Background: an optimization exercise with open tools, aiming at small area. Do not read the settings as production practice.
RTL that was checked went through simulation tests only; none was proved equivalent to the original.
The RTL of run 1 was laid out without a check of its function.
No activity file was given, so power comes from the tool's default toggle rates.

==> design.v <==
module gaussian_noise (Y, select, clk, Y_hat, noise_debug, reset, state);
input [31:0] Y;
input [2:0] select;
input reset;
input clk;
output [31:0] Y_hat, noise_debug;
output [2:0] state;
reg [31:0] g0;   
reg [31:0] g1;   
reg [31:0] g2;   
reg [31:0] g3;   
reg [31:0] g4;   
reg [31:0] g5;   
reg [37:0] ch;   
reg [31:1] ca1, ca2, cb1, cb2;   
wire h00 = ch[6] ^ ch[4] ^ ch[3] ^ ch[2];
wire h01 = ch[5] ^ ch[2];
wire h02 = ch[6] ^ ch[5] ^ ch[3] ^ ch[2];
wire h03 = ch[5] ^ ch[3] ^ ch[2] ^ ch[1] ^ ch[0];
wire h04 = ch[6] ^ ch[4] ^ ch[1];
wire [2:0] n0 = {2'b0,h00} + {2'b0,h01} + {2'b0,h02} + {2'b0,h03} + {2'b0,h04};
wire h10 = ch[6] ^ ch[3] ^ ch[2];
wire h11 = ch[5] ^ ch[4] ^ ch[3];
wire h12 = ch[6] ^ ch[5] ^ ch[3] ^ ch[2];
wire h13 = ch[6] ^ ch[5] ^ ch[4] ^ ch[1];
wire h14 = ch[6] ^ ch[1];
wire [2:0] n1 = {2'b0,h10} + {2'b0,h11} + {2'b0,h12} + {2'b0,h13} + {2'b0,h14};
always @(posedge clk or posedge reset) begin
  if (reset) begin
    g0 <= 32'h0f0f0f0f;
    g1 <= 32'h0fefbf0f;
    g2 <= 32'h0aefba0f;
    g3 <= 32'h0aef6a04;
    g4 <= 32'h0a2f6204;
    g5 <= 32'h112c6204;
    ch <= 38'h6d;
    ca1 <= 31'h00000006;
    ca2 <= 31'h00000008;
    cb1 <= 31'h00000013;
    cb2 <= 31'h00000008;
  end else begin
    g0 <= {g0[30:0], g0[31]^g0[21]^g0[1]^g0[0]};
    g1 <= {g1[30:0], g1[31]^g1[21]^g1[1]^g1[0]};
    g2 <= {g2[30:0], g2[31]^g2[21]^g2[1]^g2[0]};
    g3 <= {g3[30:0], g3[31]^g3[21]^g3[1]^g3[0]};
    g4 <= {g4[30:0], g4[31]^g4[21]^g4[1]^g4[0]};
    g5 <= {g5[30:0], g5[31]^g5[21]^g5[1]^g5[0]};
    ch <= {ch[36:0], ch[31]^ch[21]^ch[1]^ch[0]};
    ca1 <= {ca1[30:1], n0[1]};
    ca2 <= {ca2[30:1], n0[2]};
    cb1 <= {cb1[30:1], n1[1]};
    cb2 <= {cb2[30:1], n1[2]};
  end
end
wire [31:0] a1 = {ca1, n0[1]}, a2 = {ca2, n0[2]};
wire [31:0] b1 = {cb1, n1[1]}, b2 = {cb2, n1[2]};
wire [31:0] a0;
genvar ia;
generate for (ia = 0; ia < 32; ia = ia + 1) begin : para
  assign a0[ia] = ch[ia+6] ^ ch[ia+5] ^ ch[ia+3] ^ ch[ia+0];
end endgenerate
wire [31:0] b0;
genvar ib;
generate for (ib = 0; ib < 32; ib = ib + 1) begin : parb
  assign b0[ib] = ch[ib+5] ^ ch[ib+3];
end endgenerate
wire valid = ~(select[2] & select[1]);   
wire setb = select[2] | (select[1] & select[0]);   
wire [31:0] gs = select[2] ? (select[0] ? g5 : g4) : (select[1] ? (select[0] ? g3 : g2) : (select[0] ? g1 : g0));
wire [31:0] c0 = setb ? b0 : a0, c1 = setb ? b1 : a1, c2 = setb ? b2 : a2;
wire [31:0] v0 = c0;
wire [31:0] v1 = c1 ^ (gs & ~c0);
wire [31:0] v2 = c2 ^ (gs & ~(c1 & c0));
wire [31:0] ra = v0, rb = {v1[30:0], 1'b0}, rc = {v2[29:0], 2'b0};
wire [31:0] cs = ra ^ rb ^ rc;
wire [31:0] cc = (ra & rb) | (ra & rc) | (rb & rc);
wire [31:0] n_p = cs ^ {cc[30:0], 1'b0};
wire [31:0] n_g = cs & {cc[30:0], 1'b0};
wire n_G1 = n_g[0] | (n_p[0] & 1'b0);
wire n_P1 = n_p[0] & 1'b0;
wire n_G2 = n_g[2] | (n_p[2] & n_g[1]);
wire n_P2 = n_p[2] & n_p[1];
wire n_G3 = n_g[4] | (n_p[4] & n_g[3]);
wire n_P3 = n_p[4] & n_p[3];
wire n_G4 = n_g[6] | (n_p[6] & n_g[5]);
wire n_P4 = n_p[6] & n_p[5];
wire n_G5 = n_g[8] | (n_p[8] & n_g[7]);
wire n_P5 = n_p[8] & n_p[7];
wire n_G6 = n_g[10] | (n_p[10] & n_g[9]);
wire n_P6 = n_p[10] & n_p[9];
wire n_G7 = n_g[12] | (n_p[12] & n_g[11]);
wire n_P7 = n_p[12] & n_p[11];
wire n_G8 = n_g[14] | (n_p[14] & n_g[13]);
wire n_P8 = n_p[14] & n_p[13];
wire n_G9 = n_g[16] | (n_p[16] & n_g[15]);
wire n_P9 = n_p[16] & n_p[15];
wire n_G10 = n_g[18] | (n_p[18] & n_g[17]);
wire n_P10 = n_p[18] & n_p[17];
wire n_G11 = n_g[20] | (n_p[20] & n_g[19]);
wire n_P11 = n_p[20] & n_p[19];
wire n_G12 = n_g[22] | (n_p[22] & n_g[21]);
wire n_P12 = n_p[22] & n_p[21];
wire n_G13 = n_g[24] | (n_p[24] & n_g[23]);
wire n_P13 = n_p[24] & n_p[23];
wire n_G14 = n_g[26] | (n_p[26] & n_g[25]);
wire n_P14 = n_p[26] & n_p[25];
wire n_G15 = n_g[28] | (n_p[28] & n_g[27]);
wire n_P15 = n_p[28] & n_p[27];
wire n_G16 = n_g[30] | (n_p[30] & n_g[29]);
wire n_P16 = n_p[30] & n_p[29];
wire n_G17 = n_G2 | (n_P2 & n_G1);
wire n_P17 = n_P2 & n_P1;
wire n_G18 = n_G4 | (n_P4 & n_G3);
wire n_P18 = n_P4 & n_P3;
wire n_G19 = n_G6 | (n_P6 & n_G5);
wire n_P19 = n_P6 & n_P5;
wire n_G20 = n_G8 | (n_P8 & n_G7);
wire n_P20 = n_P8 & n_P7;
wire n_G21 = n_G10 | (n_P10 & n_G9);
wire n_P21 = n_P10 & n_P9;
wire n_G22 = n_G12 | (n_P12 & n_G11);
wire n_P22 = n_P12 & n_P11;
wire n_G23 = n_G14 | (n_P14 & n_G13);
wire n_P23 = n_P14 & n_P13;
wire n_G24 = n_G16 | (n_P16 & n_G15);
wire n_P24 = n_P16 & n_P15;
wire n_G25 = n_G18 | (n_P18 & n_G17);
wire n_P25 = n_P18 & n_P17;
wire n_G26 = n_G20 | (n_P20 & n_G19);
wire n_P26 = n_P20 & n_P19;
wire n_G27 = n_G22 | (n_P22 & n_G21);
wire n_P27 = n_P22 & n_P21;
wire n_G28 = n_G24 | (n_P24 & n_G23);
wire n_P28 = n_P24 & n_P23;
wire n_G29 = n_G26 | (n_P26 & n_G25);
wire n_P29 = n_P26 & n_P25;
wire n_G30 = n_G28 | (n_P28 & n_G27);
wire n_P30 = n_P28 & n_P27;
wire n_G31 = n_G30 | (n_P30 & n_G29);
wire n_P31 = n_P30 & n_P29;
wire n_G32 = n_G27 | (n_P27 & n_G29);
wire n_P32 = n_P27 & n_P29;
wire n_G33 = n_G19 | (n_P19 & n_G25);
wire n_P33 = n_P19 & n_P25;
wire n_G34 = n_G21 | (n_P21 & n_G29);
wire n_P34 = n_P21 & n_P29;
wire n_G35 = n_G23 | (n_P23 & n_G32);
wire n_P35 = n_P23 & n_P32;
wire n_G36 = n_G3 | (n_P3 & n_G17);
wire n_P36 = n_P3 & n_P17;
wire n_G37 = n_G5 | (n_P5 & n_G25);
wire n_P37 = n_P5 & n_P25;
wire n_G38 = n_G7 | (n_P7 & n_G33);
wire n_P38 = n_P7 & n_P33;
wire n_G39 = n_G9 | (n_P9 & n_G29);
wire n_P39 = n_P9 & n_P29;
wire n_G40 = n_G11 | (n_P11 & n_G34);
wire n_P40 = n_P11 & n_P34;
wire n_G41 = n_G13 | (n_P13 & n_G32);
wire n_P41 = n_P13 & n_P32;
wire n_G42 = n_G15 | (n_P15 & n_G35);
wire n_P42 = n_P15 & n_P35;
wire n_G43 = n_g[1] | (n_p[1] & n_G1);
wire n_P43 = n_p[1] & n_P1;
wire n_G44 = n_g[3] | (n_p[3] & n_G17);
wire n_P44 = n_p[3] & n_P17;
wire n_G45 = n_g[5] | (n_p[5] & n_G36);
wire n_P45 = n_p[5] & n_P36;
wire n_G46 = n_g[7] | (n_p[7] & n_G25);
wire n_P46 = n_p[7] & n_P25;
wire n_G47 = n_g[9] | (n_p[9] & n_G37);
wire n_P47 = n_p[9] & n_P37;
wire n_G48 = n_g[11] | (n_p[11] & n_G33);
wire n_P48 = n_p[11] & n_P33;
wire n_G49 = n_g[13] | (n_p[13] & n_G38);
wire n_P49 = n_p[13] & n_P38;
wire n_G50 = n_g[15] | (n_p[15] & n_G29);
wire n_P50 = n_p[15] & n_P29;
wire n_G51 = n_g[17] | (n_p[17] & n_G39);
wire n_P51 = n_p[17] & n_P39;
wire n_G52 = n_g[19] | (n_p[19] & n_G34);
wire n_P52 = n_p[19] & n_P34;
wire n_G53 = n_g[21] | (n_p[21] & n_G40);
wire n_P53 = n_p[21] & n_P40;
wire n_G54 = n_g[23] | (n_p[23] & n_G32);
wire n_P54 = n_p[23] & n_P32;
wire n_G55 = n_g[25] | (n_p[25] & n_G41);
wire n_P55 = n_p[25] & n_P41;
wire n_G56 = n_g[27] | (n_p[27] & n_G35);
wire n_P56 = n_p[27] & n_P35;
wire n_G57 = n_g[29] | (n_p[29] & n_G42);
wire n_P57 = n_p[29] & n_P42;
wire n_G58 = n_g[31] | (n_p[31] & n_G31);
wire n_P58 = n_p[31] & n_P31;
wire [31:0] n = n_p ^ {n_G31, n_G57, n_G42, n_G56, n_G35, n_G55, n_G41, n_G54, n_G32, n_G53, n_G40, n_G52, n_G34, n_G51, n_G39, n_G50, n_G29, n_G49, n_G38, n_G48, n_G33, n_G47, n_G37, n_G46, n_G25, n_G45, n_G36, n_G44, n_G17, n_G43, n_G1, 1'b0};
reg [31:0] ns;
always @(*) begin
  case (select)
    3'd0: ns = n >> 10;
    3'd1: ns = n >> 8;
    3'd2: ns = n >> 6;
    3'd3: ns = n >> 4;
    3'd4: ns = n >> 2;
    3'd5: ns = n >> 0;
    default: ns = 32'd0;
  endcase
end
wire [31:0] yh_p = Y ^ ns;
wire [31:0] yh_g = Y & ns;
wire yh_G1 = yh_g[0] | (yh_p[0] & 1'b0);
wire yh_P1 = yh_p[0] & 1'b0;
wire yh_G2 = yh_g[2] | (yh_p[2] & yh_g[1]);
wire yh_P2 = yh_p[2] & yh_p[1];
wire yh_G3 = yh_g[4] | (yh_p[4] & yh_g[3]);
wire yh_P3 = yh_p[4] & yh_p[3];
wire yh_G4 = yh_g[6] | (yh_p[6] & yh_g[5]);
wire yh_P4 = yh_p[6] & yh_p[5];
wire yh_G5 = yh_g[8] | (yh_p[8] & yh_g[7]);
wire yh_P5 = yh_p[8] & yh_p[7];
wire yh_G6 = yh_g[10] | (yh_p[10] & yh_g[9]);
wire yh_P6 = yh_p[10] & yh_p[9];
wire yh_G7 = yh_g[12] | (yh_p[12] & yh_g[11]);
wire yh_P7 = yh_p[12] & yh_p[11];
wire yh_G8 = yh_g[14] | (yh_p[14] & yh_g[13]);
wire yh_P8 = yh_p[14] & yh_p[13];
wire yh_G9 = yh_g[16] | (yh_p[16] & yh_g[15]);
wire yh_P9 = yh_p[16] & yh_p[15];
wire yh_G10 = yh_g[18] | (yh_p[18] & yh_g[17]);
wire yh_P10 = yh_p[18] & yh_p[17];
wire yh_G11 = yh_g[20] | (yh_p[20] & yh_g[19]);
wire yh_P11 = yh_p[20] & yh_p[19];
wire yh_G12 = yh_g[22] | (yh_p[22] & yh_g[21]);
wire yh_P12 = yh_p[22] & yh_p[21];
wire yh_G13 = yh_g[24] | (yh_p[24] & yh_g[23]);
wire yh_P13 = yh_p[24] & yh_p[23];
wire yh_G14 = yh_g[26] | (yh_p[26] & yh_g[25]);
wire yh_P14 = yh_p[26] & yh_p[25];
wire yh_G15 = yh_g[28] | (yh_p[28] & yh_g[27]);
wire yh_P15 = yh_p[28] & yh_p[27];
wire yh_G16 = yh_g[30] | (yh_p[30] & yh_g[29]);
wire yh_P16 = yh_p[30] & yh_p[29];
wire yh_G17 = yh_g[1] | (yh_p[1] & yh_G1);
wire yh_P17 = yh_p[1] & yh_P1;
wire yh_G18 = yh_G2 | (yh_P2 & yh_G1);
wire yh_P18 = yh_P2 & yh_P1;
wire yh_G19 = yh_g[5] | (yh_p[5] & yh_G3);
wire yh_P19 = yh_p[5] & yh_P3;
wire yh_G20 = yh_G4 | (yh_P4 & yh_G3);
wire yh_P20 = yh_P4 & yh_P3;
wire yh_G21 = yh_g[9] | (yh_p[9] & yh_G5);
wire yh_P21 = yh_p[9] & yh_P5;
wire yh_G22 = yh_G6 | (yh_P6 & yh_G5);
wire yh_P22 = yh_P6 & yh_P5;
wire yh_G23 = yh_g[13] | (yh_p[13] & yh_G7);
wire yh_P23 = yh_p[13] & yh_P7;
wire yh_G24 = yh_G8 | (yh_P8 & yh_G7);
wire yh_P24 = yh_P8 & yh_P7;
wire yh_G25 = yh_g[17] | (yh_p[17] & yh_G9);
wire yh_P25 = yh_p[17] & yh_P9;
wire yh_G26 = yh_G10 | (yh_P10 & yh_G9);
wire yh_P26 = yh_P10 & yh_P9;
wire yh_G27 = yh_g[21] | (yh_p[21] & yh_G11);
wire yh_P27 = yh_p[21] & yh_P11;
wire yh_G28 = yh_G12 | (yh_P12 & yh_G11);
wire yh_P28 = yh_P12 & yh_P11;
wire yh_G29 = yh_g[25] | (yh_p[25] & yh_G13);
wire yh_P29 = yh_p[25] & yh_P13;
wire yh_G30 = yh_G14 | (yh_P14 & yh_G13);
wire yh_P30 = yh_P14 & yh_P13;
wire yh_G31 = yh_g[29] | (yh_p[29] & yh_G15);
wire yh_P31 = yh_p[29] & yh_P15;
wire yh_G32 = yh_G16 | (yh_P16 & yh_G15);
wire yh_P32 = yh_P16 & yh_P15;
wire yh_G33 = yh_g[3] | (yh_p[3] & yh_G18);
wire yh_P33 = yh_p[3] & yh_P18;
wire yh_G34 = yh_G3 | (yh_P3 & yh_G18);
wire yh_P34 = yh_P3 & yh_P18;
wire yh_G35 = yh_G19 | (yh_P19 & yh_G18);
wire yh_P35 = yh_P19 & yh_P18;
wire yh_G36 = yh_G20 | (yh_P20 & yh_G18);
wire yh_P36 = yh_P20 & yh_P18;
wire yh_G37 = yh_g[11] | (yh_p[11] & yh_G22);
wire yh_P37 = yh_p[11] & yh_P22;
wire yh_G38 = yh_G7 | (yh_P7 & yh_G22);
wire yh_P38 = yh_P7 & yh_P22;
wire yh_G39 = yh_G23 | (yh_P23 & yh_G22);
wire yh_P39 = yh_P23 & yh_P22;
wire yh_G40 = yh_G24 | (yh_P24 & yh_G22);
wire yh_P40 = yh_P24 & yh_P22;
wire yh_G41 = yh_g[19] | (yh_p[19] & yh_G26);
wire yh_P41 = yh_p[19] & yh_P26;
wire yh_G42 = yh_G11 | (yh_P11 & yh_G26);
wire yh_P42 = yh_P11 & yh_P26;
wire yh_G43 = yh_G27 | (yh_P27 & yh_G26);
wire yh_P43 = yh_P27 & yh_P26;
wire yh_G44 = yh_G28 | (yh_P28 & yh_G26);
wire yh_P44 = yh_P28 & yh_P26;
wire yh_G45 = yh_g[27] | (yh_p[27] & yh_G30);
wire yh_P45 = yh_p[27] & yh_P30;
wire yh_G46 = yh_G15 | (yh_P15 & yh_G30);
wire yh_P46 = yh_P15 & yh_P30;
wire yh_G47 = yh_G31 | (yh_P31 & yh_G30);
wire yh_P47 = yh_P31 & yh_P30;
wire yh_G48 = yh_G32 | (yh_P32 & yh_G30);
wire yh_P48 = yh_P32 & yh_P30;
wire yh_G49 = yh_g[7] | (yh_p[7] & yh_G36);
wire yh_P49 = yh_p[7] & yh_P36;
wire yh_G50 = yh_G5 | (yh_P5 & yh_G36);
wire yh_P50 = yh_P5 & yh_P36;
wire yh_G51 = yh_G21 | (yh_P21 & yh_G36);
wire yh_P51 = yh_P21 & yh_P36;
wire yh_G52 = yh_G22 | (yh_P22 & yh_G36);
wire yh_P52 = yh_P22 & yh_P36;
wire yh_G53 = yh_G37 | (yh_P37 & yh_G36);
wire yh_P53 = yh_P37 & yh_P36;
wire yh_G54 = yh_G38 | (yh_P38 & yh_G36);
wire yh_P54 = yh_P38 & yh_P36;
wire yh_G55 = yh_G39 | (yh_P39 & yh_G36);
wire yh_P55 = yh_P39 & yh_P36;
wire yh_G56 = yh_G40 | (yh_P40 & yh_G36);
wire yh_P56 = yh_P40 & yh_P36;
wire yh_G57 = yh_g[23] | (yh_p[23] & yh_G44);
wire yh_P57 = yh_p[23] & yh_P44;
wire yh_G58 = yh_G13 | (yh_P13 & yh_G44);
wire yh_P58 = yh_P13 & yh_P44;
wire yh_G59 = yh_G29 | (yh_P29 & yh_G44);
wire yh_P59 = yh_P29 & yh_P44;
wire yh_G60 = yh_G30 | (yh_P30 & yh_G44);
wire yh_P60 = yh_P30 & yh_P44;
wire yh_G61 = yh_G45 | (yh_P45 & yh_G44);
wire yh_P61 = yh_P45 & yh_P44;
wire yh_G62 = yh_G46 | (yh_P46 & yh_G44);
wire yh_P62 = yh_P46 & yh_P44;
wire yh_G63 = yh_G47 | (yh_P47 & yh_G44);
wire yh_P63 = yh_P47 & yh_P44;
wire yh_G64 = yh_G48 | (yh_P48 & yh_G44);
wire yh_P64 = yh_P48 & yh_P44;
wire yh_G65 = yh_g[15] | (yh_p[15] & yh_G56);
wire yh_P65 = yh_p[15] & yh_P56;
wire yh_G66 = yh_G9 | (yh_P9 & yh_G56);
wire yh_P66 = yh_P9 & yh_P56;
wire yh_G67 = yh_G25 | (yh_P25 & yh_G56);
wire yh_P67 = yh_P25 & yh_P56;
wire yh_G68 = yh_G26 | (yh_P26 & yh_G56);
wire yh_P68 = yh_P26 & yh_P56;
wire yh_G69 = yh_G41 | (yh_P41 & yh_G56);
wire yh_P69 = yh_P41 & yh_P56;
wire yh_G70 = yh_G42 | (yh_P42 & yh_G56);
wire yh_P70 = yh_P42 & yh_P56;
wire yh_G71 = yh_G43 | (yh_P43 & yh_G56);
wire yh_P71 = yh_P43 & yh_P56;
wire yh_G72 = yh_G44 | (yh_P44 & yh_G56);
wire yh_P72 = yh_P44 & yh_P56;
wire yh_G73 = yh_G57 | (yh_P57 & yh_G56);
wire yh_P73 = yh_P57 & yh_P56;
wire yh_G74 = yh_G58 | (yh_P58 & yh_G56);
wire yh_P74 = yh_P58 & yh_P56;
wire yh_G75 = yh_G59 | (yh_P59 & yh_G56);
wire yh_P75 = yh_P59 & yh_P56;
wire yh_G76 = yh_G60 | (yh_P60 & yh_G56);
wire yh_P76 = yh_P60 & yh_P56;
wire yh_G77 = yh_G61 | (yh_P61 & yh_G56);
wire yh_P77 = yh_P61 & yh_P56;
wire yh_G78 = yh_G62 | (yh_P62 & yh_G56);
wire yh_P78 = yh_P62 & yh_P56;
wire yh_G79 = yh_G63 | (yh_P63 & yh_G56);
wire yh_P79 = yh_P63 & yh_P56;
wire yh_G80 = yh_G64 | (yh_P64 & yh_G56);
wire yh_P80 = yh_P64 & yh_P56;
wire yh_G81 = yh_g[31] | (yh_p[31] & yh_G80);
wire yh_P81 = yh_p[31] & yh_P80;
wire [31:0] yh = yh_p ^ {yh_G80, yh_G79, yh_G78, yh_G77, yh_G76, yh_G75, yh_G74, yh_G73, yh_G72, yh_G71, yh_G70, yh_G69, yh_G68, yh_G67, yh_G66, yh_G65, yh_G56, yh_G55, yh_G54, yh_G53, yh_G52, yh_G51, yh_G50, yh_G49, yh_G36, yh_G35, yh_G34, yh_G33, yh_G18, yh_G17, yh_G1, 1'b0};
assign Y_hat = yh;
assign noise_debug = valid ? n : 32'd0;
assign state = select;
endmodule
==> config.mk <==
export PLATFORM = sky130hd
export DESIGN_NAME = gaussian_noise
export DESIGN_NICKNAME = gaussian_noise
export VERILOG_FILES = /design/flow/design.v
export SDC_FILE = /design/flow/constraint.sdc
export NUM_CORES = 4
export LEC_CHECK = 0
export CAP_MARGIN = 20
export CORE_MARGIN = 2
export CORE_UTILIZATION = 40
export CTS_BUF_LIST = sky130_fd_sc_hd__clkbuf_16
export CTS_CLUSTER_DIAMETER = 100
export CTS_CLUSTER_SIZE = 24
export SLEW_MARGIN = 20
==> standard.sh <==
#!/bin/bash
# synth_recipe.tcl (not shown) runs the flow's synth.tcl, then flattens the netlist and writes it again
# the make line also repeats each setting of config.mk as NAME=value (left out here)
make -C /OpenROAD-flow-scripts/flow DESIGN_CONFIG=/design/flow/config.mk WORK_HOME=/design/flow/orfs CLKGATE_MAP_FILE= SYNTH_SCRIPT=/design/flow/synth_recipe.tcl "${@:-finish}"
==> constraint.sdc <==
create_clock -name core_clock -period 15.0 [get_ports {clk}]
set_input_delay 3.0000 -clock core_clock [delete_from_list [all_inputs] [get_ports {clk}]]
set_output_delay 3.0000 -clock core_clock [all_outputs]
set_load 0.01 [all_outputs]
==> flow/run.sh <==
#!/bin/bash
# Standard ORFS layout, with the port buffers inserted as the smallest buffer cell.
# Each tool's full log is kept by ORFS under orfs/logs/; make's own output goes to flow_make.log.
set -euo pipefail
bash standard.sh BUFFER_PORTS_ARGS="-buffer_cell sky130_fd_sc_hd__buf_1" finish > flow_make.log 2>&1
==> results of run 1 <==
==> area by class of cell <==
| type | instances | area [sq um] |
|---|---|---|
| inverter | 76 | 293 |
| clock buffer | 19 | 475 |
| sequential | 348 | 8840 |
| multi-input combinational | 940 | 8070 |
| tap | 585 | 732 |
| clock inverter | 13 | 61.3 |
| timing repair buffer | 119 | 578 |
| fill | 4042 | 23900 |
==> worst register-to-register path, cell delays in order, from the launching register on <==
cell                      delay, ps
sky130_fd_sc_hd__dfstp_2        660
sky130_fd_sc_hd__xor2_1         410
sky130_fd_sc_hd__xnor2_1        150
sky130_fd_sc_hd__xnor2_1        170
sky130_fd_sc_hd__fa_1           550
sky130_fd_sc_hd__inv_1           40
sky130_fd_sc_hd__ha_1           260
sky130_fd_sc_hd__a21o_1         160
sky130_fd_sc_hd__ha_1           330
==> routing by layer <==
layer,part of all wire,global-route usage
met5,0,0
met4,0.019,0.0321
met3,0.031,0.0188
met2,0.49,0.275
met1,0.46,0.234
==> per-stage QoR <==
step                worst slack [ps]  std cells  hold WS, ps   util
finish                           804       2100          364  0.443
global placement                 886       2066          351  0.429
floorplan                       1720       1418          349      -
detailed placement               862       2066          355  0.429
global route                     229       2100          371  0.443
CTS                              827       2098          366  0.442
==> how the worst max path moves through the flow <==
| stage | from | to | slack, ps | cells past startpoint |
|---|---|---|---|---|
| floorplan | select[0] | Y_hat[31] | 1720 | 35 |
| global placement | select[1] | Y_hat[31] | 890 | 32 |
| detailed placement | select[1] | Y_hat[31] | 860 | 32 |
| CTS | select[1] | Y_hat[31] | 830 | 32 |
| global route | select[1] | Y_hat[31] | 230 | 32 |
| finish | select[1] | Y_hat[31] | 800 | 32 |
==> placed cells by master (no fill, tap or decap), types with 4 or more instances in the layout <==
master / instances
sky130_fd_sc_hd__dfrtp_1: 246
sky130_fd_sc_hd__a21o_1: 26
sky130_fd_sc_hd__clkbuf_16: 19
sky130_fd_sc_hd__xnor2_1: 160
sky130_fd_sc_hd__nand2b_1: 6
sky130_fd_sc_hd__o21a_1: 8
sky130_fd_sc_hd__dfstp_2: 102
sky130_fd_sc_hd__nand2_1: 90
sky130_fd_sc_hd__xor2_1: 72
sky130_fd_sc_hd__o21ai_0: 43
sky130_fd_sc_hd__nor2b_1: 14
sky130_fd_sc_hd__ha_1: 65
sky130_fd_sc_hd__a221oi_1: 7
sky130_fd_sc_hd__mux4_2: 31
sky130_fd_sc_hd__o221ai_1: 15
sky130_fd_sc_hd__o21bai_1: 4
sky130_fd_sc_hd__inv_1: 87
sky130_fd_sc_hd__and4_1: 4
sky130_fd_sc_hd__nand4_1: 4
sky130_fd_sc_hd__buf_1: 100
sky130_fd_sc_hd__a211oi_1: 10
sky130_fd_sc_hd__nand3_1: 6
sky130_fd_sc_hd__o211ai_1: 13
sky130_fd_sc_hd__o22ai_1: 26
sky130_fd_sc_hd__mux2i_1: 95
sky130_fd_sc_hd__fa_1: 49
sky130_fd_sc_hd__or2_2: 4
sky130_fd_sc_hd__nor2_1: 96
sky130_fd_sc_hd__buf_4: 12
sky130_fd_sc_hd__a21oi_1: 62
==> state kept, by name, summed over array words and instances (netlist names) <==
signal and count:
ca1 30, cb2 29, g4 32, cb1 30, g0 32, ch 38
g3 32, g1 32, ca2 29, g5 32, g2 32
==> where the power goes <==
part / internal [uW] / switching, uW
clock: 233 / 291
sequential: 939 / 0
combinational: 127 / 217
==> cell families (layout without fill, tap and decap cells) <==
kind of cell | Yosys count | in the layout
buffers and inverters | 130 | 227
xor gates and xnor gates | 233 | 233
adders and majority gates | 114 | 114
muxes | 127 | 127
and+or+nand+nor | 232 | 232
DFF | 348 | 348
AOI/OAI and AO/OA | 234 | 234
==> impl.org, run 1 <==
** Setup path
- In this run the worst path has a maximum fanout of 26.
- Endpoint of the worst register-to-register path :: ca1[0]$_DFF_PP0_
- Worst Setup End Kind :: primary output
- In this design, the stage delay of the slowest critical-path cell is 560 ps.
- Crit path kind :: in -> out
- Buffers & Inverters on Critical Path :: 5
- Worst path arrival time :: 11200 ps
- Crit path top cell by count :: sky130_fd_sc_hd__a21o_1
- For flop-to-flop paths, the worst setup slack is 12130 ps.
- Type of origin of the critical path :: primary input
- Cells on worst reg2reg path :: 8
- Among all stages on the critical path, the largest delay is contributed by sky130_fd_sc_hd__fa_1.
- The worst register-to-register path begins at ch[5]$_DFF_PP1_.
- Among cell families on the critical path, the largest total delay comes from compound AO/OA/AOI/OAI gates.
- At the worst endpoint, the required time is between 10000 and 15000 ps.

** Synthesis
- Share of the synthesized area in the top cell type :: 0.354
- Of the total synthesized cell area, the portion taken by XOR and XNOR cells is 0.118.
- Ys async rst share :: 1.00
- Number of enable-type register cells in the synthesized netlist :: 0
- Adder-cell share of the synthesized area :: 0.103
- Number of warnings printed during yosys synthesis :: 1
- Post-Synthesis Net Count :: roughly 1600
- Biggest area contributors in the synthesized netlist :: sky130_fd_sc_hd__dfrtp_1 (35%), sky130_fd_sc_hd__dfstp_2 (15%), sky130_fd_sc_hd__xnor2_1 (8.0%)
- In this run, distinct cell masters in the synthesized netlist total 56.
- Proportion of synthesized area in mux cells :: 0.0954
- Predominant post-synthesis flop cell :: sky130_fd_sc_hd__dfrtp_1
- Per-instance average area after synthesis :: roughly 12 sq um
- Most frequent cell after synthesis :: sky130_fd_sc_hd__dfrtp_1
- The synthesized design spends more area on one cell type than any other, namely sky130_fd_sc_hd__dfrtp_1.
- By area, the combinational part of the netlist is dominated by XOR/XNOR gates.
- Simple-gate area share of the yosys netlist :: 0.0571
- Fraction of the mapped netlist area in compound gates :: 0.0894
- The share of the Yosys chip area taken by registers is 0.508.
- Number of synthesized register bits :: ~350
- Synthesis produced a netlist whose cell count is 1418.
- In this run the cell area of the synthesized design comes to ~17000 sq um.
- Ranking of synthesized cells by instance count :: sky130_fd_sc_hd__dfrtp_1 (246), sky130_fd_sc_hd__xnor2_1 (160), sky130_fd_sc_hd__dfstp_2 (102)

** Routing
- The first detailed-routing pass ran for 5 iterations.
- Number of vias after detailed routing :: 10700
- The first routing iteration left approximately 670 violations.
- After detailed routing, the number of vias per cell comes to between 5 and 6.
- In the final routed layout, each cell accounts on average for around 17 um.
- Wires add up to ~36000 um.
- For this run, design rule violations remaining after detail routing come to 0.
- In this run the remaining antenna-violating nets after routing total 0.

** Clocking
- Total of cells resized after clock tree synthesis :: 0
- Worst-path clk slew :: 90 ps
- For this design, the CTS-stage hold fixing added 0 buffers.
- Number of buffers created by CTS :: 18
- Post-CTS Repair Setup Buffers :: 0
- Sink Count :: between 300 and 400
- In this run the deepest clock path goes through 3 buffers.
- TritonCTS built the clock tree.
- H-tree depth reported by CTS :: 1
- The root buffer cell chosen for the clock tree is sky130_fd_sc_hd__clkbuf_16.
- At the later pin of the worst-skew pair, clock insertion delay measures 530 ps.

** Worst hold path
- Worst hold path class :: reg -> reg
- The worst hold path begins at g5[13]$_DFF_PP1_.
- Along the worst hold path, the cell count comes to 0.
- The path with the worst hold slack has its endpoint at g5[14]$_DFF_PP1_.

** GRT
- Entering global routing, the biggest net connects ~200 pins.
- Total overflow reported by the global router :: 0
- The first global-routing pass estimated roughly 59000 um of wire.
- The initial antenna violation count came to 0.
- The number of global-route vias before repair came to between 10000 and 15000.
- In the global route stage, overall resource usage came out at 0.165.

** Timing
- Dividing the final minimum period by the clock period gives 0.946.
- Setup violations remaining at the end of the flow were counted as 0.
- The worst pin sits at a relative slew slack of 0.324.
- Setup repair after global routing left no endpoint under its margin.
- The final number of max-transition violations was 0.
- FMAX :: roughly 70 MHz
- Counting I/O delays and the setup requirement, the final critical path takes about 14000 ps.
- Between clock sinks in the finished design, the worst skew comes to about 20 ps.
- The number of hold-slack violations in the final timing report was 0.
- After routing, the total negative slack on setup checks comes to 0 ps.
- For the pin with the worst max-slew slack, the measured transition is 1010 ps.

** Floorplanning
- Height of the chip :: 213 um
- Area of the die :: 45200 sq um
- After floorplanning, the core was sized to cover ~43000 sq um.
- For this configuration, the core starts out at a cell density of 0.405.
- During I/O placement, the number of pins put on the boundary was ~100.
- Chip width :: approximately 210 um
- The floorplan has 76 rows.

** Finish
- Final standard cell area without fillers :: roughly 19000 sq um
- Of the cells placed in the final design, the portion with a size suffix greater than 1 is 0.123.
- Synthesis-to-finish area growth :: 9.37%
- The number of antenna diodes in the final layout is 0.
- After the last flow step, the layout net total stands at 1654.

** Power
- VDD sags by at most 0.0673 mV.
- Pwr Total :: 1810 uW
- Static leakage power :: approximately 0.0090 uW
- In this run the power density over the cells is approximately 95 nW/um^2.

** Place
- Summing all placed instances gives a cell area of 18500 sq um.
- Routability-driven placement finished with a final weighted congestion of between 0.8 and 0.9.
- Port buffering added 103 buffers.
- Detailed placement finished with a half-perimeter wire length of between 20000 and 30000 um.

** Run status
- Status :: complete, no violations

** Job
- Max-cap violations in this run came to 0.
==> run 2, diff against run 1 <==
--- a/design.v
+++ b/design.v
@@ -194,16 +194,6 @@
 wire n_P58 = n_p[31] & n_P31;
 wire [31:0] n = n_p ^ {n_G31, n_G57, n_G42, n_G56, n_G35, n_G55, n_G41, n_G54, n_G32, n_G53, n_G40, n_G52, n_G34, n_G51, n_G39, n_G50, n_G29, n_G49, n_G38, n_G48, n_G33, n_G47, n_G37, n_G46, n_G25, n_G45, n_G36, n_G44, n_G17, n_G43, n_G1, 1'b0};
-reg [31:0] ns;
-always @(*) begin
-  case (select)
-    3'd0: ns = n >> 10;
-    3'd1: ns = n >> 8;
-    3'd2: ns = n >> 6;
-    3'd3: ns = n >> 4;
-    3'd4: ns = n >> 2;
-    3'd5: ns = n >> 0;
-    default: ns = 32'd0;
-  endcase
-end
+wire [31:0] ng = valid ? n : 32'd0;   
+wire [31:0] ns = select[2] ? (select[0] ? ng : ng >> 2) : (select[1] ? (select[0] ? ng >> 4 : ng >> 6) : (select[0] ? ng >> 8 : ng >> 10));
 wire [31:0] yh_p = Y ^ ns;
 wire [31:0] yh_g = Y & ns;
@@ -372,5 +362,5 @@
 wire [31:0] yh = yh_p ^ {yh_G80, yh_G79, yh_G78, yh_G77, yh_G76, yh_G75, yh_G74, yh_G73, yh_G72, yh_G71, yh_G70, yh_G69, yh_G68, yh_G67, yh_G66, yh_G65, yh_G56, yh_G55, yh_G54, yh_G53, yh_G52, yh_G51, yh_G50, yh_G49, yh_G36, yh_G35, yh_G34, yh_G33, yh_G18, yh_G17, yh_G1, 1'b0};
 assign Y_hat = yh;
-assign noise_debug = valid ? n : 32'd0;
+assign noise_debug = ng;
 assign state = select;
 endmodule
==> impl.org, run 2 <==
** Run status
- Status :: complete, no violations

** Routing
- After detailed routing, the average wire length per cell comes to 16.8 um.
- Number of vias after detailed routing :: ~10000
- The final layout contains routed wiring with a total length of approximately 35000 um.
- Once detail routing completed, the nets flagged for antenna violations numbered 0.
- The first detailed-routing pass ran for 4 iterations.
- For this run, design rule violations remaining after detail routing come to 0.
- Using the TritonRoute via totals, the vias-per-cell ratio works out to 4.88.
- Number of violations reported at the end of detailed-routing iteration 0 :: between 600 and 700

** Timing
- Min cycle time layout :: 14320 ps
- Count of final hold-check violations :: 0
- Accumulated negative setup slack :: 0 ps
- The final number of max-transition violations was 0.
- Setup slack after layout :: about 700 ps
- Worst clock skew on the final layout :: ~19 ps
- Of the available clock period, the critical path in the final layout requires 0.955.
- FMAX :: around 70 MHz
- Slew at the pin closest to its max-slew limit :: about 960 ps
- Total setup violations reported at the end of the flow :: 0
- Relative slew slack :: 0.359
- RSZ-0062 raised after global routing :: no

** Finish
- ANT cells :: 0
- In the final layout, the multi-input gates occupy approximately 8000 sq um.
- The top cell types in the final layout, fill and taps aside, are sky130_fd_sc_hd__dfrtp_1 (246), sky130_fd_sc_hd__xnor2_1 (170), sky130_fd_sc_hd__nand2_1 (119), sky130_fd_sc_hd__mux2i_1 (113), sky130_fd_sc_hd__dfstp_2 (102).
- Final standard cell count with taps included and fillers excluded :: about 2100
- Net count reported at finish :: around 1700
- The register with the most flip-flops in the layout has 38 of them.
- In the final layout, the share of cells above drive strength 1 is 0.124.
- Largest Register :: ch
- The sequential cells in the finished layout cover a total of 8840 sq um.
- The layout has just over 4000 filler cells.
- Leaving out fill and tap cells, the most frequent cell in the layout is sky130_fd_sc_hd__dfrtp_1.
- Final Util :: 0.442
- Synthesis-to-finish area growth :: 9.23%

** Clocking
- The clock drives ~350 sinks.
- H-tree depth reported by CTS :: 1
- Number of buffers created by CTS :: 18
- The clock passes through at most 3 buffers.
- Number of hold buffers added after CTS :: 0
- Worst-path clk slew :: ~90 ps
- In this run the clock root is driven by a sky130_fd_sc_hd__clkbuf_16.
- Clock tree from TritonCTS :: done
- Clock latency (worst-skew pair) :: between 500 and 600 ps

** Synthesis
- Predominant post-synthesis flop cell :: sky130_fd_sc_hd__dfrtp_1
- Counting flops with an async set or reset pin after synthesis yields a share of 1.00.
- Biggest area contributors in the synthesized netlist :: sky130_fd_sc_hd__dfrtp_1 (35%), sky130_fd_sc_hd__dfstp_2 (15%), sky130_fd_sc_hd__xnor2_1 (8.6%)
- The number of different library cells used by synthesis comes to between 40 and 50.
- Ranking of synthesized cells by instance count :: sky130_fd_sc_hd__dfrtp_1 (246), sky130_fd_sc_hd__xnor2_1 (170), sky130_fd_sc_hd__nand2_1 (119)
- Most frequent cell after synthesis :: sky130_fd_sc_hd__dfrtp_1
- The number of nets in the synthesized netlist is 1574.
- Of the synthesized area, sequential elements account for 0.509.
- Per-instance average area after synthesis :: approximately 12 sq um
- In this run, synthesis inferred 0 flip-flops with an integrated enable.
- The cell area that synthesis handed to floorplanning was 17400 sq um.
- Number of warnings printed during yosys synthesis :: 1
- Number of synthesized register bits :: between 300 and 400
- Of the post-synthesis cell area, the dominant cell type holds 0.354.
- Biggest area consumer among synthesized cells :: sky130_fd_sc_hd__dfrtp_1
- After technology mapping, the gate count stands at 1423.

** Floorplanning
- In this run the count of I/O pins placed on the die edge is 104.
- The floorplan has 76 rows.
- Area of the die :: ~45000 sq um
- The total area inside the core boundary comes to approximately 43000 sq um.
- In this run the vertical extent of the chip is about 210 um.
- For this configuration, the core starts out at a cell density of 0.404.
- Chip width :: approximately 210 um

** Setup path
- Peak per-stage delay on the critical path :: approximately 570 ps
- The critical path in this run is classified as in -> out.
- Of all nets on the critical path, the largest fanout is 20.
- Worst path arrival time :: roughly 11000 ps
- STA classifies the critical path endpoint as a primary output.
- Required arrival time at the worst endpoint :: between 10000 and 15000 ps
- Buffers & Inverters on Critical Path :: 4
- STA classifies the critical path startpoint as a primary input.
- Critical-path top delay cell :: sky130_fd_sc_hd__fa_1
- Crit path top cell by count :: sky130_fd_sc_hd__a21oi_1
- Kind of cell adding the most delay to the critical path :: compound AO/OA/AOI/OAI gates

** Place
- Final GP Congestion :: around 0.85
- IO buf count :: approximately 100
- Prior to clock tree synthesis, the placed netlist has a worst setup slack of 660 ps.
- Placed cell count :: a little over 2000
- Half-perimeter wire length after placement :: between 20000 and 30000 um

** GRT
- Met3 track demand over resource :: 0.0143
- Largest net degree at the start of global routing :: between 100 and 150
- In the global route stage, met2 resource usage came out at 0.249.
- Wire length of the first global-routing pass :: ~57000 um
- Via count of the first global-routing pass :: approximately 11000
- Global-route usage over all layers :: 0.159
- In the global route stage, met1 resource usage came out at 0.243.
- After global routing, the most crowded layer is met2.
- The initial antenna violation count is 0.
- Total overflow reported by the global router :: 0

** Power
- Sw Ratio :: 0.236
- In this run the static leakage power is 0.00905 uW.
- Peak VDD IR :: about 0.07 mV
- Of the total power, the clock network draws 0.328.
- The share of total power dissipated in sequential elements is 0.589.
- The share of total power dissipated in combinational logic is 0.083.
- Summed over all nets, the switching power comes to ~380 uW.
- Ratio of total power to cell area :: approximately 84 nW/um^2
- Internal power component :: between 1000 and 1500 uW

** Job
- Max-capacitance violation count :: 0

** Worst hold path
- The tightest min-delay check is of the reg -> reg type.
-- run 2: final cells by class --
cell class | instances | area share
timing repair buffer | 121 | 0.0286
inverter | 74 | 0.0150
sequential | 348 | 0.466
clock buffer | 19 | 0.0251
multi-input combinational | 947 | 0.424
tap | 585 | 0.0386
clock inverter | 13 | 0.00323
-- run 2: path summary, 6_finish.rpt --
check	start	endpoint	slack, ps	depth (start not counted)
max	select[0]	Y_hat[31]	680	35
max reg2reg	ch[6]$_DFF_PP1_	cb1[0]$_DFF_PP1_	12170	8
min reg2reg	g0[24]$_DFF_PP1_	g0[25]$_DFF_PP1_	340	0
max in group asynchronous	reset	g3[7]$_DFF_PP0_	10830	3
min	g0[24]$_DFF_PP1_	g0[25]$_DFF_PP1_	340	0
min in group asynchronous	reset	g3[26]$_DFF_PP0_	2620	2
-- run 2: repair_timing --
item | CTS | global route
setup endpoints to repair | 0 | 1
setup buffers | 0 | 3
gates resized for setup | 0 | 0
endpoints found under the hold margin | 0 | 0
-- run 2: power by group through the flow --
stage / Sequential, uW / Clock, uW / Combinational (uW)
after floorplan: 956 / 0 / 97.7
final: 939 / 523 / 133
after global placement: 956 / 0 / 132
after detailed placement: 956 / 0 / 134
after global routing: 939 / 580 / 149
after CTS: 939 / 543 / 135
-- run 2: cells by family after synthesis --
family                     count (synthesis)  synth area share
DFF                                      348             0.509
muxes                                    154             0.112
adders and majority gates                114             0.103
and+or+nand+nor                          241            0.0594
xor gates and xnor gates                 231             0.117
buffers and inverters                    128            0.0291
AOI/OAI and AO/OA                        207            0.0702
-- run 2: metal layers --
metal,up-vias,share of wire
met5,-,0
met1,5126,0.50
met2,177,0.44
met3,28,0.041
met4,0,0.013
li1,4948,-
-- run 2: per-stage QoR --
step                      hold slack [ps]  instance area [sq um]  total power (uW)
after floorplan                       349                  17400              1050
after global placement                355                  18400              1090
after detailed placement              355                  18400              1090
after CTS                             340                  19000              1620
after global routing                  342                  19000              1670
final                                 342                  19000              1590
==> run 3, diff against run 2 <==
--- a/config.mk
+++ b/config.mk
@@ -11,4 +11,4 @@
 export CTS_BUF_LIST = sky130_fd_sc_hd__clkbuf_16
 export CTS_CLUSTER_DIAMETER = 100
-export CTS_CLUSTER_SIZE = 24
+export CTS_CLUSTER_SIZE = 30
 export SLEW_MARGIN = 20
==> impl.org, run 3 <==
** Timing
- Accumulated negative setup slack :: 0 ps
- At the pin with the least slew margin, the transition time is a little under 1000 ps.
- Total setup violations reported at the end of the flow :: 0
- Based on the critical path, the design can be clocked at up to around 70 MHz.
- Worst clock skew on the final layout :: approximately 19 ps
- The number of hold-slack violations in the final timing report was 0.
- The clock period could shrink to 14280 ps.
- Once routing completed, OpenROAD measured the worst setup slack at 715 ps.
- Relative slew slack :: 0.358
- Pins Over Slew Limit :: 0
- RSZ-0062 raised after global routing :: no
- Final cycle utilization of the critical path :: 0.952

** Routing
- In the routed design, unresolved DRC markers number 0.
- Number of vias after detailed routing :: ~10000
- The first TritonRoute pass finished after 6 iterations.
- In this run the remaining antenna-violating nets after routing total 0.
- For this block, the routed nets add up to between 30000 and 40000 um of wire.
- Via-to-Cell Ratio :: 4.89
- After the first detailed-routing iteration, the DRC count stood at 604.
- After detailed routing, the average wire length per cell comes to between 15 and 20 um.

** Finish
- Leaving out fill and tap cells, the most frequent cells in the layout are sky130_fd_sc_hd__dfrtp_1 (246), sky130_fd_sc_hd__xnor2_1 (170), sky130_fd_sc_hd__nand2_1 (119), sky130_fd_sc_hd__mux2i_1 (113), sky130_fd_sc_hd__dfstp_2 (102).
- Largest Register :: ch
- Synthesis-to-finish area growth :: 8.61%
- The number of antenna diodes in the final layout is 0.
- In the final layout, the share of cells above drive strength 1 is 0.123.
- Measured on the finished design, the core utilization comes to 0.439.
- Leaving out fill and tap cells, the most frequent cell in the layout is sky130_fd_sc_hd__dfrtp_1.
- The filler cells instantiated in the layout total a little over 4000.
- The final layout contains between 1500 and 2000 nets.
- Final standard cell count with taps included and fillers excluded :: approximately 2100
- The register with the most flip-flops in the layout has 38 of them.
- Area of all sequential standard cells :: approximately 9000 sq um
- The multi-input combinational cells in the finished layout cover a total of a little over 8000 sq um.

** Synthesis
- Of the post-synthesis cell area, the dominant cell type holds 0.354.
- Gate count after technology mapping :: about 1400
- Most frequent cell after synthesis :: sky130_fd_sc_hd__dfrtp_1
- The synthesized design contains around 350 register bits.
- Adder-cell share of the synthesized area :: 0.103
- The biggest area contributor in the post-synthesis netlist is sky130_fd_sc_hd__dfrtp_1.
- By area the synthesized netlist is led by sky130_fd_sc_hd__dfrtp_1 (35%), sky130_fd_sc_hd__dfstp_2 (15%), sky130_fd_sc_hd__xnor2_1 (8.6%).
- After synthesis, the share of cell area in mux cells is 0.112.
- Post-Synthesis Net Count :: between 1500 and 2000
- The cell area that synthesis handed to floorplanning was about 17000 sq um.
- Count of cell types in the netlist :: between 40 and 50
- Per-instance average area after synthesis :: roughly 12 sq um
- After synthesis, the largest family of logic cells by area is XOR/XNOR gates.
- Predominant post-synthesis flop cell :: sky130_fd_sc_hd__dfrtp_1
- Fraction of the mapped netlist area in compound gates :: 0.0702
- Ys async rst share :: 1.00
- For this run, the number of Yosys warnings is 1.
- Ranking of synthesized cells by instance count :: sky130_fd_sc_hd__dfrtp_1 (246), sky130_fd_sc_hd__xnor2_1 (170), sky130_fd_sc_hd__nand2_1 (119)
- Number of enable-type register cells in the synthesized netlist :: 0
- Simple-gate area share of the yosys netlist :: 0.0594
- Xor/xnor cell area share of the yosys netlist :: 0.117
- Of the synthesized area, sequential elements account for 0.509.

** GRT
- The initial antenna violation count is 0.
- The number of global-route vias before repair is 10500.
- Wire length of the first global-routing pass :: roughly 57000 um
- In the global route stage, overall resource usage came out at 0.158.
- Summed over all layers, the global routing overflow is 0.
- Entering global routing, the biggest net connects 122 pins.

** Worst hold path
- The worst hold path begins at g3[16]$_DFF_PP1_.
- In this run the worst hold path is classified as reg -> reg.

** Floorplanning
- Number of standard-cell rows in the floorplan :: 76
- Ports :: roughly 100
- The initial utilization of the core area, before any placement, comes to 0.404.
- The core region is 43000 sq um.
- The floorplan step set the die width to 212 um.
- The die covers 45100 sq um.
- The die is about 210 um tall.

** Place
- Final GP Congestion :: approximately 0.85
- After legalization and detailed placement, the total HPWL measured roughly 27000 um.
- Buffers placed on the I/O ports in this run total 103.
- Counting tap cells, the placed design contains a total of slightly above 2000 instances.
- Post-place setup slack :: 660 ps

** Setup path
- Crit path kind :: in -> out
- Data arrives at the worst endpoint at between 10000 and 15000 ps.
- Kind of cell adding the most delay to the critical path :: compound AO/OA/AOI/OAI gates
- Buffers & Inverters on Critical Path :: 6
- Worst-path fanout max :: 56
- STA classifies the critical path startpoint as a primary input.
- Critical-path top delay cell :: sky130_fd_sc_hd__fa_1
- Tracing the worst setup path back leads to its startpoint at select[0].
- The most numerous cell type found on the critical path is sky130_fd_sc_hd__a21oi_1.
- R2R Path Start :: ch[6]$_DFF_PP1_
- For the worst setup path, the data required time is around 12000 ps.
- Worst Setup End Kind :: primary output
- Peak per-stage delay on the critical path :: around 540 ps

** Power
- In this run the power density over the cells is just over 80 nW/um^2.
- The worst-case IR drop observed on VDD is 0.0598 mV.
- The analysis attributes to cell leakage a power of between 0.008 and 0.009 uW.

** Clocking
- Clock tree synthesis found a total of about 350 sinks.
- CTS built an H-tree with a depth of 1.
- Clock-pin slew was measured on the worst setup and hold paths at approximately 110 ps.
- At the later pin of the worst-skew pair, clock insertion delay measures ~520 ps.
- Total of cells resized after clock tree synthesis :: 0
- Clock tree from TritonCTS :: done
- In this run the deepest clock path goes through 3 buffers.
- Root buffer cell :: sky130_fd_sc_hd__clkbuf_16
- Number of buffers created by CTS :: 15

** Run status
- Status :: complete, no violations

** Job
- Max-capacitance violation count :: 0
-- run 3: cell types whose count changed in the layout (fill, tap and decap cells not counted) --
cell	previous run	this run
sky130_fd_sc_hd__inv_1	84	80
sky130_fd_sc_hd__inv_6	0	1
sky130_fd_sc_hd__clkinv_2	0	1
sky130_fd_sc_hd__inv_8	1	2
sky130_fd_sc_hd__clkbuf_16	19	15
sky130_fd_sc_hd__clkinv_8	1	0
-- run 3: path summary, 6_finish.rpt --
path	endpoint	depth (start not counted)	slack (ps)
worst max-delay path	Y_hat[31]	36	720
max in group asynchronous	ca2[5]$_DFF_PP0_	3	10840
worst min register to register	g3[17]$_DFF_PP1_	0	360
min in group asynchronous	g2[26]$_DFF_PP0_	2	2650
worst max register to register	cb1[0]$_DFF_PP1_	8	12170
worst min-delay path	g3[17]$_DFF_PP1_	0	360
-- run 3: routing by layer --
metal	share of wire	wire length, um	track usage
met1	0.49	17400	0.240
met2	0.45	15700	0.249
met3	0.047	1660	0.0130
met4	0.014	501	0.0289
met5	0	0	0
-- run 3: repair_timing --
| item | in CTS | in global routing |
|---|---|---|
| endpoints found under the setup margin | 0 | 1 |
| hold buffers | 0 | 0 |
| buffers inserted | 0 | 3 |
-- run 3: cell families after synthesis --
kind of cell / count (synthesis)
buffers and inverters: 128
and+or+nand+nor: 241
adders and majority gates: 114
xor gates and xnor gates: 231
DFF: 348
AOI/OAI and AO/OA: 207
muxes: 154
-- run 3: area by class of cell --
cell class                 count  share of cell area
clock buffer                  15              0.0199
clock inverter                11             0.00292
inverter                      74              0.0151
multi-input combinational    947               0.426
sequential                   348               0.468
tap                          585              0.0388
timing repair buffer         121              0.0288
-- run 3: worst reg2reg max path, stage by stage, from the launching register on --
cell,delay [ps]
sky130_fd_sc_hd__dfstp_2,660
sky130_fd_sc_hd__xor2_1,390
sky130_fd_sc_hd__xor2_1,270
sky130_fd_sc_hd__xnor2_1,130
sky130_fd_sc_hd__fa_1,540
sky130_fd_sc_hd__inv_1,50
sky130_fd_sc_hd__ha_1,270
sky130_fd_sc_hd__a21o_1,160
sky130_fd_sc_hd__ha_1,300
-- run 3: per-stage QoR --
stage / power (uW) / hold WS [ps] / cell area, sq um
floorplan: 1050 / 349 / 17400
global placement: 1090 / 355 / 18400
detailed placement: 1090 / 355 / 18400
finish: 1540 / 362 / 18900
global route: 1610 / 369 / 18900
CTS: 1560 / 367 / 18800
-- run 3: report_power, final --
part	switching, uW	internal, uW	total [uW]
sequential	0	939	939
combinational	86.3	46.2	132
clock	282	189	470
total	368	1170	1540
==> run 4, diff against run 3 <==
--- a/config.mk
+++ b/config.mk
@@ -11,4 +11,4 @@
 export CTS_BUF_LIST = sky130_fd_sc_hd__clkbuf_16
 export CTS_CLUSTER_DIAMETER = 100
-export CTS_CLUSTER_SIZE = 30
+export CTS_CLUSTER_SIZE = 28
 export SLEW_MARGIN = 20
==> impl.org, run 4 <==
** Synthesis
- Combinational family with the most area after synthesis :: XOR/XNOR gates
- Count of cell types in the netlist :: 46
- Biggest area contributors in the synthesized netlist :: sky130_fd_sc_hd__dfrtp_1 (35%), sky130_fd_sc_hd__dfstp_2 (15%), sky130_fd_sc_hd__xnor2_1 (8.6%)
- Post-synthesis cell area :: 17400 sq um
- Gate count after technology mapping :: 1423
- The average instance in the mapped netlist occupies roughly 12 sq um.
- After synthesis, the share of flip-flops with an asynchronous set or reset is 1.00.
- Biggest area consumer among synthesized cells :: sky130_fd_sc_hd__dfrtp_1
- After synthesis, the share of cell area in mux cells is 0.112.
- Sequential share of the synthesized area :: 0.509
- Most frequent cell after synthesis :: sky130_fd_sc_hd__dfrtp_1
- The most used flip-flop cell after synthesis is sky130_fd_sc_hd__dfrtp_1.
- Simple-gate area share of the yosys netlist :: 0.0594
- For this run, the number of Yosys warnings is 1.
- Number of synthesized register bits :: between 300 and 400
- Adder-cell share of the synthesized area :: 0.103
- The synthesized design contains 0 enable-type register cells.
- Share of the synthesized area in the top cell type :: 0.354
- Synthesis produced a netlist with a net count of roughly 1600.
- Sorting the synthesized cells by how often they occur yields sky130_fd_sc_hd__dfrtp_1 (246), sky130_fd_sc_hd__xnor2_1 (170), sky130_fd_sc_hd__nand2_1 (119).
- The synthesized-area fraction occupied by ao, oa, aoi and oai cells came to 0.0702.
- Of the total synthesized cell area, the portion taken by XOR and XNOR cells is 0.117.

** Finish
- The library cells used most frequently in the layout, excluding fill and tap cells, are sky130_fd_sc_hd__dfrtp_1 (246), sky130_fd_sc_hd__xnor2_1 (170), sky130_fd_sc_hd__nand2_1 (119), sky130_fd_sc_hd__mux2i_1 (113), sky130_fd_sc_hd__dfstp_2 (102).
- The library cell used most frequently in the layout, excluding fill and tap cells, is sky130_fd_sc_hd__dfrtp_1.
- Synthesis-to-finish area growth :: 8.89%
- ch holds more flip-flops than any other register.
- The register with the most flip-flops in the layout has 38 of them.
- In the final layout, the share of cells above drive strength 1 is 0.123.
- The number of antenna diodes in the final layout is 0.
- Net count reported at finish :: between 1500 and 2000
- Number of fill cells :: about 4000

** Floorplanning
- 104 I/O pins were placed.
- Placeable core area :: ~43000 sq um
- From bottom edge to top edge, the die measures roughly 210 um.
- Measured along the x axis, the die boundary spans 212 um.
- Number of standard-cell rows in the floorplan :: 76
- Initial cell density of the core :: 0.404
- The die covers 45100 sq um.

** Clocking
- H-tree depth reported by CTS :: 1
- The clock reaches the later pin of the worst-skew pair after approximately 520 ps.
- Post-CTS repair changed the size of 0 cells.
- Number of hold buffers added after CTS :: 0
- Worst-path clk slew :: about 100 ps
- Post-CTS Repair Setup Buffers :: 0
- Sink Count :: around 350
- Number of buffers between clock root and the deepest sink :: 3
- The cell sitting at the root of the clock tree is a sky130_fd_sc_hd__clkbuf_16.
- TritonCTS built the clock tree.
- Number of buffers created by CTS :: 16

** Timing
- Final cycle utilization of the critical path :: 0.951
- Setup repair after global routing left no endpoint under its margin.
- Slew at the pin closest to its max-slew limit :: approximately 960 ps
- Clock skew on the completed layout was measured at roughly 18 ps.
- The final number of max-transition violations is 0.
- Setup violations remaining at the end of the flow were counted as 0.
- FMAX :: 70.1 MHz
- Relative slew slack :: 0.357
- Min Hold Slack :: approximately 350 ps
- The number of hold-slack violations in the final timing report was 0.
- Adding up every negative setup slack in the final design gives 0 ps.
- Min cycle time layout :: roughly 14000 ps

** Routing
- Using the TritonRoute via totals, the vias-per-cell ratio works out to 4.87.
- For this block, the initial DRC count from the detailed router was between 600 and 700.
- The count of nets left with antenna violations once routing finished came out at 0.
- Aggregate routed wire length :: between 30000 and 40000 um
- After detailed routing, the average wire length per cell comes to approximately 17 um.
- For this run, the detailed router's first-pass iteration total came to 6.
- Number of vias after detailed routing :: 10200
- In the routed design, unresolved DRC markers number 0.

** Setup path
- In this design, the largest share of critical-path delay is due to compound AO/OA/AOI/OAI gates.
- The setup path with the least slack is of type in -> out.
- Required arrival time at the worst endpoint :: about 12000 ps
- Crit path top cell by count :: sky130_fd_sc_hd__a21oi_1
- In this design, the stage delay of the slowest critical-path cell is 530 ps.
- Among all stages on the critical path, the largest delay is contributed by sky130_fd_sc_hd__fa_1.
- Type of origin of the critical path :: primary input
- Together, buffers and inverters on the worst path number 4.
- STA puts the critical path data arrival time at roughly 11000 ps.
- Along the worst path, the maximum fanout reaches 20.
- STA classifies the critical path endpoint as a primary output.

** Place
- Routability-driven placement finished with a final weighted congestion of about 0.85.
- The HPWL after detailed placement is 26700 um.
- IO buf count :: 103

** Power
- The analysis attributes to cell leakage a power of about 0.009 uW.
- Ratio of total power to cell area :: about 83 nW/um^2
- Peak VDD IR :: about 0.060 mV

** GRT
- Wire length of the first global-routing pass :: between 50000 and 60000 um
- Entering global routing, the biggest net connects 122 pins.
- Summed over all layers, the global routing overflow is 0.
- For this run, the total global-route usage over all layers was measured as 0.159.
- The initial antenna violation count is 0.
- Via count of the first global-routing pass :: approximately 11000

** Job
- Max-capacitance violation count :: 0

** Worst hold path
- In this run the worst hold path is classified as reg -> reg.

** Run status
- The flow ran to the end and the layout has no timing, DRC or antenna violations.
-- run 4: cell types whose count changed in the layout (fill, tap and decap cells not counted) --
cell | before | now
sky130_fd_sc_hd__inv_12 | 0 | 1
sky130_fd_sc_hd__inv_6 | 1 | 0
sky130_fd_sc_hd__inv_1 | 80 | 82
sky130_fd_sc_hd__inv_8 | 2 | 1
sky130_fd_sc_hd__clkbuf_16 | 15 | 17
sky130_fd_sc_hd__clkinv_2 | 1 | 0
-- run 4: layer usage --
layer | share of wire | GRT usage | wire length [um]
met5 | 0 | 0 | 0
met4 | 0.016 | 0.0352 | 574
met3 | 0.037 | 0.0142 | 1320
met1 | 0.51 | 0.241 | 17900
met2 | 0.44 | 0.249 | 15500
-- run 4: worst paths after layout --
kind	startpoint	endpoint	slack (ps)	cells past startpoint
setup / recovery	select[0]	Y_hat[31]	730	35
hold / removal	g1[24]$_DFF_PP1_	g1[25]$_DFF_PP1_	350	0
setup reg to reg	ch[6]$_DFF_PP1_	cb1[0]$_DFF_PP1_	12170	8
hold reg to reg	g1[24]$_DFF_PP1_	g1[25]$_DFF_PP1_	350	0
max in group asynchronous	reset	ca2[5]$_DFF_PP0_	10870	3
min in group asynchronous	reset	g2[26]$_DFF_PP0_	2650	2
-- run 4: power by group --
| part | internal [uW] | total, uW | switching, uW |
|---|---|---|---|
| Clock | 211 | 499 | 288 |
| Sequential | 939 | 939 | 0 |
| Combinational | 46.2 | 133 | 86.5 |
-- run 4: through the flow --
stage,total power (uW),setup slack [ps],instances,util,area [sq um]
2_1_floorplan,1050,1390,1423,-,17400
3_3_place_gp,1090,818,2072,0.429,18400
3_5_place_dp,1090,660,2072,0.429,18400
4_1_cts,1590,653,2100,0.440,18900
5_1_grt,1640,46.8,2103,0.440,18900
6_report,1570,728,2103,0.440,18900
-- run 4: logic make-up (layout without fill, tap and decap cells) --
group,count (synthesis),in the layout
mux,154,154
compound gates,207,207
flops,348,348
buf+inv,128,223
fa+ha+maj,114,114
simple gates,241,241
xor+xnor,231,231
-- run 4: layout make-up --
class | instances | area (sq um) | share of cell area
inverters | 74 | 285 | 0.0151
well taps | 585 | 732 | 0.0387
clock buffers | 17 | 425 | 0.0225
multi-input cells | 947 | 8040 | 0.425
flip-flops and latches | 348 | 8840 | 0.467
repair buffers | 121 | 543 | 0.0287
clock inverters | 11 | 53.8 | 0.00284
==> run 5, diff against run 4 <==
==> config.mk (replaced) <==
export PLATFORM = sky130hd
export DESIGN_NAME = gaussian_noise
export DESIGN_NICKNAME = gaussian_noise
export VERILOG_FILES = /design/flow/design.v
export SDC_FILE = /design/flow/constraint.sdc
export NUM_CORES = 4
export LEC_CHECK = 0
export CAP_MARGIN = 5
export CORE_MARGIN = 2
export CORE_UTILIZATION = 40
export CTS_BUF_LIST = sky130_fd_sc_hd__clkbuf_8
export CTS_CLUSTER_DIAMETER = 60
export CTS_CLUSTER_SIZE = 16
export SLEW_MARGIN = 5
==> impl.org, run 5 <==
** Run status
- Status :: complete, no violations

** GRT
- Via count of the first global-routing pass :: between 10000 and 15000
- The initial antenna violation count is 0.
- Global-route usage over all layers :: 0.160
- The first global-routing pass estimated 57500 um of wire.
- Largest net degree at the start of global routing :: between 100 and 150
- The total overflow left after global routing is 0.

** Timing
- Count of final hold-check violations :: 0
- Pins Over Slew Limit :: 0
- Setup violations remaining at the end of the flow were counted as 0.
- Min Hold Slack :: 342 ps
- Final cycle utilization of the critical path :: 0.952
- The worst path needs 14270 ps of the cycle, external delays included.
- Accumulated negative setup slack :: 0 ps
- FMAX :: around 70 MHz
- Headroom to the max-slew limit came out at 0.349.
- RSZ-0062 raised after global routing :: no
- Once routing completed, OpenROAD measured the worst setup slack at 725 ps.
- The clock arrives with roughly 22 ps of skew.
- For the pin with the worst max-slew slack, the measured transition is approximately 980 ps.

** Finish
- Most common library cell in the layout ignoring fill and taps :: sky130_fd_sc_hd__dfrtp_1
- From synthesis to final layout, the design area changed by 8.92%.
- Proportion of layout cells with a drive suffix above 1 :: 0.130
- Most frequent cells in the layout :: sky130_fd_sc_hd__dfrtp_1 (246), sky130_fd_sc_hd__xnor2_1 (170), sky130_fd_sc_hd__nand2_1 (119), sky130_fd_sc_hd__mux2i_1 (113), sky130_fd_sc_hd__dfstp_2 (102)
- Counting the fill cells in the layout gives roughly 4000.
- The register with the most flip-flops in the layout has 38 of them.
- Final Util :: 0.440
- More flip-flops sit in one register than any other, and that register is ch.
- The multi-input combinational cells in the finished layout cover a total of 8040 sq um.
- The repair_antennas step left the layout with diodes totalling 0.
- Net count reported at finish :: around 1700
- Area of all sequential standard cells :: around 8800 sq um

** Routing
- DRC violations left :: 0
- After detailed routing, the number of vias per cell comes to 4.85.
- In the final routed layout, each cell accounts on average for roughly 17 um.
- The routed layout has between 10000 and 15000 vias.
- After detailed routing, the total wire length is about 36000 um.
- Number of detailed-routing iterations run before antenna repair :: 4
- In this run, the number of DRC markers left after iteration 0 of detailed routing was roughly 640.
- Antenna violation net count after detailed routing :: 0

** Floorplanning
- Area of the die :: about 45000 sq um
- Height of the chip :: ~210 um
- The region available for standard cell placement spans 43000 sq um.
- Chip width :: approximately 210 um
- During I/O placement, the number of pins put on the boundary was 104.
- Row generation in the floorplan step produced 76 rows.
- Initial cell density of the core :: 0.404

** Synthesis
- Biggest area consumer among synthesized cells :: sky130_fd_sc_hd__dfrtp_1
- The number of nets handed over by synthesis was between 1500 and 2000.
- Yosys instantiated no cell more often than sky130_fd_sc_hd__dfrtp_1.
- Number of enable-type register cells in the synthesized netlist :: 0
- Dividing the synthesized area by the synthesized cell count gives around 12 sq um.
- Number of synthesized register bits :: ~350
- By area the synthesized netlist is led by sky130_fd_sc_hd__dfrtp_1 (35%), sky130_fd_sc_hd__dfstp_2 (15%), sky130_fd_sc_hd__xnor2_1 (8.6%).
- Share of the synthesized area in the top cell type :: 0.354
- For this run, asynchronously set or reset flops after synthesis account for 1.00.
- The mapped netlist covers ~17000 sq um.
- Synthesis produced ~1400 cells.
- Ranked by instance count, the synthesized netlist is headed by sky130_fd_sc_hd__dfrtp_1 (246), sky130_fd_sc_hd__xnor2_1 (170), sky130_fd_sc_hd__nand2_1 (119).
- The number of different library cells used by synthesis comes to 46.
- Number of warnings printed during yosys synthesis :: 1
- Sequential share of the synthesized area :: 0.509
- The most used flip-flop cell after synthesis is sky130_fd_sc_hd__dfrtp_1.

** Place
- The congestion estimate from routability-driven global placement came to between 0.8 and 0.9.
- Buffers placed on the I/O ports in this run total 103.
- The wire-length estimate of the detail-placed layout is around 27000 um.
- Timing analysis after detailed placement gives a worst setup slack of approximately 660 ps.

** Setup path
- The worst register-to-register path ends at cb1[0]$_DFF_PP1_.
- At the worst endpoint, the required time is 12000 ps.
- Broken down by cell family, the worst path's largest delay share belongs to compound AO/OA/AOI/OAI gates.
- STA classifies the critical path startpoint as a primary input.
- In this design, the critical path's most frequently occurring cell is sky130_fd_sc_hd__a21oi_1.
- The largest individual stage delay along the critical path comes from the cell sky130_fd_sc_hd__fa_1.
- On the worst path, the slowest cell contributes a delay of between 500 and 600 ps.
- Across all register-to-register paths, the minimum setup slack is between 10000 and 15000 ps.
- The worst setup path is captured at a primary output.
- Worst path arrival time :: around 11000 ps
- Along the worst path, the maximum fanout reaches 56.
- The worst register-to-register path begins at ch[6]$_DFF_PP1_.
- The critical path is of the in -> out type.
- The number of cells on the worst reg-to-reg path is 8.
- Buffers & Inverters on Critical Path :: 6

** Job
- The tool flagged a number of max-cap violations equal to 0.

** Clocking
- For this design, the CTS-stage hold fixing added 0 buffers.
- No sink is reached through more buffers than the 3 on the longest clock path.
- Sink Count :: 348
- TritonCTS built the clock tree.
- Clock-pin slew was measured on the worst setup and hold paths at 110 ps.
- Post-CTS Repair Setup Buffers :: 0
- H-tree depth reported by CTS :: 1
- Root buffer cell :: sky130_fd_sc_hd__clkbuf_8
- Clock tree synthesis inserted a total of 27 buffers.
- Total of cells resized after clock tree synthesis :: 0
- At the later pin of the worst-skew pair, clock insertion delay measures ~600 ps.

** Worst hold path
- The startpoint identified for the worst hold timing path is g0[24]$_DFF_PP1_.
- The worst hold path passes through 0 cells.
- Worst hold path class :: reg -> reg
- End of the worst hold path :: g0[25]$_DFF_PP1_

** Power
- Ratio of total power to cell area :: ~80 nW/um^2
- Peak VDD IR :: around 0.054 mV
- The analysis attributes to cell leakage a power of about 0.0091 uW.
run 5: how the worst max path moves through the flow:
stage / start / endpoint / slack (ps) / depth (start not counted)
finish: select[0] / Y_hat[31] / 730 / 36
global route: select[0] / Y_hat[31] / 50 / 35
CTS: select[0] / Y_hat[31] / 650 / 37
detailed placement: select[0] / Y_hat[31] / 660 / 37
global placement: select[0] / Y_hat[31] / 820 / 37
floorplan: select[0] / Y_hat[31] / 1390 / 36
run 5: cell families after synthesis:
kind of cell    share of synthesized area
xor+xnor                            0.117
compound gates                     0.0702
mux                                 0.112
fa+ha+maj                           0.103
flops                               0.509
simple gates                       0.0594
buf+inv                            0.0291
run 5: area by class of cell:
type / instances / area share
clock inverter: 23 / 0.00595
multi-input combinational: 947 / 0.425
timing repair buffer: 121 / 0.0287
sequential: 348 / 0.467
inverter: 74 / 0.0151
clock buffer: 27 / 0.0196
tap: 585 / 0.0387
run 5: power breakdown:
| part | total, uW | leakage (uW) | internal [uW] | switching (uW) |
|---|---|---|---|---|
| registers | 939 | 0.00449 | 939 | 0 |
| logic | 133 | 0.00425 | 46.2 | 86.5 |
| clock network | 478 | 0.000310 | 174 | 304 |
run 5: metrics by stage:
| step | area, sq um | std cells | power [uW] |
|---|---|---|---|
| 5_1_grt | 18900 | 2125 | 1630 |
| 3_5_place_dp | 18400 | 2072 | 1090 |
| 3_3_place_gp | 18400 | 2072 | 1090 |
| 6_report | 18900 | 2125 | 1550 |
| 2_1_floorplan | 17400 | 1423 | 1050 |
| 4_1_cts | 18900 | 2122 | 1570 |
run 5: routing by layer:
layer  vias up  part of all wire  wire, um  GRT usage
li1       4971                 -         -          -
met1      5101              0.50     17700      0.242
met2       192              0.44     15600      0.249
met3        41             0.046      1630     0.0165
met4         0             0.016       573     0.0338
met5         -                 0         0          0

Setup slack of run 5, layout unchanged: 0.725 ns with ideal ports, 0.705 ns with driving cells assumed (clock clkbuf_16, inputs buf_2), 0.705 ns with port delays also shifted by the 0.628 ns mid clock arrival.
